From an optimization exercise on the open Yosys and OpenROAD flow, aimed at small area; shortcuts taken in it are not production practice.
Only simulation tests tie the RTL to the original design; equivalence was not proved.
Power figures rest on the tool's default switching activity, not on a simulated workload.

Design NV_NVDLA_NOCIF_DRAM_READ_ig, start of the top module:
module NV_NVDLA_NOCIF_DRAM_READ_ig (
   nvdla_core_clk
  ,nvdla_core_rstn
  ,pwrbus_ram_pd
  ,eg2ig_axi_vld
  ,client02mcif_lat_fifo_depth
  ,client02mcif_rd_cdt_lat_fifo_pop
  ,client02mcif_rd_req_valid
  ,client02mcif_rd_req_ready
  ,client02mcif_rd_req_pd
  ,client02mcif_rd_wt
  ,client02mcif_rd_axid
  ,client12mcif_lat_fifo_depth
  ,client12mcif_rd_cdt_lat_fifo_pop
  ,client12mcif_rd_req_valid
  ,client12mcif_rd_req_ready
  ,client12mcif_rd_req_pd
  ,client12mcif_rd_wt
  ,client12mcif_rd_axid
  ,client22mcif_lat_fifo_depth
  ,client22mcif_rd_cdt_lat_fifo_pop
  ,client22mcif_rd_req_valid
  ,client22mcif_rd_req_ready
  ,client22mcif_rd_req_pd
  ,client22mcif_rd_wt
  ,client22mcif_rd_axid
  ,client32mcif_lat_fifo_depth
  ,client32mcif_rd_cdt_lat_fifo_pop
  ,client32mcif_rd_req_valid
  ,client32mcif_rd_req_ready
  ,client32mcif_rd_req_pd
  ,client32mcif_rd_wt
  ,client32mcif_rd_axid
  ,client42mcif_lat_fifo_depth
  ,client42mcif_rd_cdt_lat_fifo_pop
  ,client42mcif_rd_req_valid
  ,client42mcif_rd_req_ready
  ,client42mcif_rd_req_pd
  ,client42mcif_rd_wt
  ,client42mcif_rd_axid
  ,client52mcif_lat_fifo_depth
  ,client52mcif_rd_cdt_lat_fifo_pop
  ,client52mcif_rd_req_valid
  ,client52mcif_rd_req_ready
  ,client52mcif_rd_req_pd
  ,client52mcif_rd_wt
  ,client52mcif_rd_axid
  ,client62mcif_lat_fifo_depth
  ,client62mcif_rd_cdt_lat_fifo_pop
  ,client62mcif_rd_req_valid
  ,client62mcif_rd_req_ready
  ,client62mcif_rd_req_pd
  ,client62mcif_rd_wt
  ,client62mcif_rd_axid
  ,client72mcif_lat_fifo_depth
  ,client72mcif_rd_cdt_lat_fifo_pop
  ,client72mcif_rd_req_valid
  ,client72mcif_rd_req_ready
  ,client72mcif_rd_req_pd
  ,client72mcif_rd_wt
  ,client72mcif_rd_axid
  ,reg2dp_rd_os_cnt
  ,cq_wr_pd
  ,cq_wr_pvld
  ,cq_wr_prdy
  ...
==> module NV_NVDLA_NOCIF_DRAM_READ_IG_client, before the edit <==
module NV_NVDLA_NOCIF_DRAM_READ_IG_client (
   clk
  ,rstn
  ,req_valid
  ,req_ready
  ,req_pd
  ,lat_fifo_pop
  ,lat_fifo_depth
  ,gnt
  ,src_vld
  ,a_sv
  ,a_sv_n
  ,a_pd
  ,a_sd
  );
input         clk;
input         rstn;
input         req_valid;
output        req_ready;
input  [46:0] req_pd;
input         lat_fifo_pop;
input  [7:0]  lat_fifo_depth;
input         gnt;
output        src_vld;
output        a_sv;
output        a_sv_n;
output [29:0] a_pd;    
output [29:0] a_sd;
reg p1_pv, p1_sv, p2_sv, p2_pv;
wire ready_bc1 = !(p1_pv & p1_sv);
wire push      = ready_bc1 & req_valid;
wire in_rdy_p  = !p2_sv;
wire catch1    = p1_pv & !p1_sv & !in_rdy_p;
wire in_vld_p  = p1_pv | p1_sv;
wire in_rdy;
wire ready_bc2 = in_rdy | !p2_pv;
wire catch2    = in_vld_p & !p2_sv & !ready_bc2;
wire sp_vld    = p2_sv | in_vld_p;
wire hd_load   = ready_bc2 & sp_vld;
assign req_ready = ready_bc1;
always @(posedge clk or negedge rstn) begin
  if (!rstn) begin
    p1_pv <= 1'b0;
    p1_sv <= 1'b0;
    p2_sv <= 1'b0;
    p2_pv <= 1'b0;
  end else begin
    p1_pv <= ready_bc1 ? req_valid : 1'b1;
    p1_sv <= p1_sv ? !in_rdy_p : catch1;
    p2_sv <= p2_sv ? !ready_bc2 : catch2;
    p2_pv <= ready_bc2 ? sp_vld : 1'b1;
  end
end
wire [43:0] in_d = {req_pd[46:32], req_pd[31:3]};    
reg  [43:0] s0, s1, s2;
always @(posedge clk) begin
  if (push) begin
    s0 <= in_d;
    s1 <= s0;
    s2 <= s1;
  end
end
wire n3 = p1_pv & p1_sv & p2_sv;
wire n1 = (p1_pv ^ p1_sv ^ p2_sv) & !n3;
wire n2 = !n1 & !n3;    
wire [2:0] rs = {n3, n2, n1};
reg [28:0] hd_addr;
reg [14:0] hd_rem;
wire ltran;
reg [7:0] lat_cnt;
reg       lat_dec;
wire req_enable = (lat_fifo_depth == 8'd0) | (lat_fifo_depth != lat_cnt);
wire a_ready_bc;
wire req_vld = req_enable & p2_pv;
wire accept  = req_vld & a_ready_bc;
assign in_rdy = req_enable & a_ready_bc & ltran;
wire adv = accept & !ltran;
wire [29:0] a_cy;
wire [15:0] r_bw;
assign a_cy[0] = 1'b1;
assign r_bw[0] = 1'b1;
genvar gi;
generate
  for (gi = 0; gi < 29; gi = gi + 1) begin : g_ainc
    assign a_cy[gi+1] = a_cy[gi] & hd_addr[gi];
  end
  for (gi = 0; gi < 15; gi = gi + 1) begin : g_rdec
    assign r_bw[gi+1] = r_bw[gi] & !hd_rem[gi];
  end
endgenerate
wire [28:0] hd_addr_inc = hd_addr ^ a_cy[28:0];
wire [14:0] hd_rem_dec  = hd_rem ^ r_bw[14:0];
assign ltran = r_bw[15];    
wire [43:0] hd_d = ({44{hd_load & rs[0]}} & s0) | ({44{hd_load & rs[1]}} & s1) |
                   ({44{hd_load & rs[2]}} & s2) | ({44{!hd_load}} & {hd_rem_dec, hd_addr_inc});
always @(posedge clk) begin
  if (hd_load | adv) {hd_rem, hd_addr} <= hd_d;
end
wire lat_up = accept & (lat_fifo_depth != 8'd0);
wire [7:0] lat_t;    
assign lat_t[0] = 1'b1;
generate
  for (gi = 1; gi < 8; gi = gi + 1) begin : g_lat
    assign lat_t[gi] = lat_t[gi-1] & (lat_cnt[gi-1] ^ lat_dec);
  end
endgenerate
always @(posedge clk or negedge rstn) begin
  if (!rstn) begin
    lat_dec <= 1'b0;
    lat_cnt <= 8'd0;
  end else begin
    lat_dec <= lat_fifo_pop;
    if (lat_up ^ lat_dec) lat_cnt <= lat_cnt ^ lat_t;
  end
end
reg a_pv, a_sv_r;
reg a_sv_n_r;    
reg [29:0] a_pd_r, a_sd_r;
assign a_ready_bc = !(a_pv & a_sv_r);
wire a_catch = a_pv & !a_sv_r & !gnt;
always @(posedge clk or negedge rstn) begin
  if (!rstn) begin
    a_pv     <= 1'b0;
    a_sv_r   <= 1'b0;
    a_sv_n_r <= 1'b1;
  end else begin
    a_pv     <= a_ready_bc ? req_vld : 1'b1;
    a_sv_r   <= a_sv_r ? !gnt : a_catch;
    a_sv_n_r <= a_sv_r ? gnt : !a_catch;
  end
end
always @(posedge clk) begin
  if (accept)  a_pd_r <= {hd_addr, ltran};
  if (a_catch) a_sd_r <= a_pd_r;
end
assign src_vld = a_pv | a_sv_r;
assign a_sv = a_sv_r;
assign a_sv_n = a_sv_n_r;
assign a_pd = a_pd_r;
assign a_sd = a_sd_r;
endmodule
==> flow/config.mk <==
export PLATFORM = sky130hd
export DESIGN_NAME = NV_NVDLA_NOCIF_DRAM_READ_ig
export DESIGN_NICKNAME = NV_NVDLA_NOCIF_DRAM_READ_ig
export VERILOG_FILES = /design/flow/design.v
export SDC_FILE = /design/flow/constraint.sdc
export NUM_CORES = 4
export LEC_CHECK = 0
export CAP_MARGIN = 5
export CORE_MARGIN = 2
export CORE_UTILIZATION = 65
export PLACE_DENSITY = 0.75
export SETUP_SLACK_MARGIN = 0.05
export SLEW_MARGIN = 5
==> flow/constraint.sdc <==
create_clock -name core_clock -period 6.0 [get_ports {nvdla_core_clk}]
set_input_delay 1.2000 -clock core_clock [delete_from_list [all_inputs] [get_ports {nvdla_core_clk}]]
set_output_delay 1.2000 -clock core_clock [all_outputs]
set_load 0.01 [all_outputs]
standard.sh (not shown) runs the stock make flow with config.mk's settings and CLKGATE_MAP_FILE= SYNTH_SCRIPT=/design/flow/synth_recipe.tcl, a recipe that flattens the netlist after the stock synthesis.
==> flow/flow/run.sh <==
#!/bin/bash
# The standard layout (the standard.sh, standard synthesis unchanged), with
# two changes: the port buffers are buf_1 cells, and clock tree synthesis uses
# clkbuf_8 buffers, set sink clusters and no dummy loads. Tool output goes to standard.log.
export BUFFER_PORTS_ARGS="-buffer_cell sky130_fd_sc_hd__buf_1"
export CTS_ARGS="-sink_clustering_enable -repair_clock_nets -dont_use_dummy_load -sink_clustering_size 18 -sink_clustering_max_diameter 60 -buf_list sky130_fd_sc_hd__clkbuf_8"
bash standard.sh > standard.log 2>&1
The first run produced a clean layout.
Next try:
--- a/flow/design.v
+++ b/flow/design.v
@@ -432,13 +432,17 @@
 wire [15:0] r_bw;
 assign a_cy[0] = 1'b1;
 assign r_bw[0] = 1'b1;
 genvar gi;
 generate
   for (gi = 0; gi < 29; gi = gi + 1) begin : g_ainc
-    assign a_cy[gi+1] = a_cy[gi] & hd_addr[gi];
+    if (gi == 14) begin : g_skip    
+      assign a_cy[gi+1] = &hd_addr[14:0];
+    end else begin : g_rip
+      assign a_cy[gi+1] = a_cy[gi] & hd_addr[gi];
+    end
   end
   for (gi = 0; gi < 15; gi = gi + 1) begin : g_rdec
     assign r_bw[gi+1] = r_bw[gi] & !hd_rem[gi];
   end
 endgenerate
 wire [28:0] hd_addr_inc = hd_addr ^ a_cy[28:0];
Result:
- The changed run finished clean
- wire length rose by a few percent
- via count goes up by a few percent
- sequential power stays flat
- cell count grows by a few percent
- global-route usage came out higher by 0.63 points
- die area climbs slightly
- clock skew rises by 0.0049 ns
- design area went up slightly
- utilization goes down by 0.70 points
- sequential share of layout area came out lower by 0.35 points
- hold slack got worse by 0.057 ns
- clock-buffer cell count falls by 1
- worst setup slack improved by 0.46 ns

## what the ideal ports hide
The results above use ideal ports. As a check the final layouts listed here were re-extracted and re-timed, cells and wires unchanged. Step 1 (the two cells are an assumption about what drives the block):
set clk [get_ports {nvdla_core_clk}]
set_driving_cell -lib_cell sky130_fd_sc_hd__clkbuf_16 $clk
set_driving_cell -lib_cell sky130_fd_sc_hd__buf_2 [delete_from_list [all_inputs] $clk]
Step 2 adds t to the input delays and takes it off the output delays; t is the mean of the earliest and latest rising clock arrival at the registers after step 1. Input paths then give back, and output paths get back, about the clock's delay inside the block. Slacks: no drivers / after step 1 / after step 2; pairs: no drivers / after step 1.
run	t (ns)	slack for setup (ns)	worst setup path at the end	latest minus earliest clock arrival (ns)
the first run	0.942	0.180 / 0.180 / -0.074	input to register	0.091 / 0.091
the second run	0.960	0.639 / 0.563 / 0.196	input to register	0.096 / 0.096
With both steps, setup timing fails in the first run, where it was met with ideal ports. The setup slack of the second run, which loses most, moves by -0.076 ns with the drivers and by -0.443 ns with both steps.
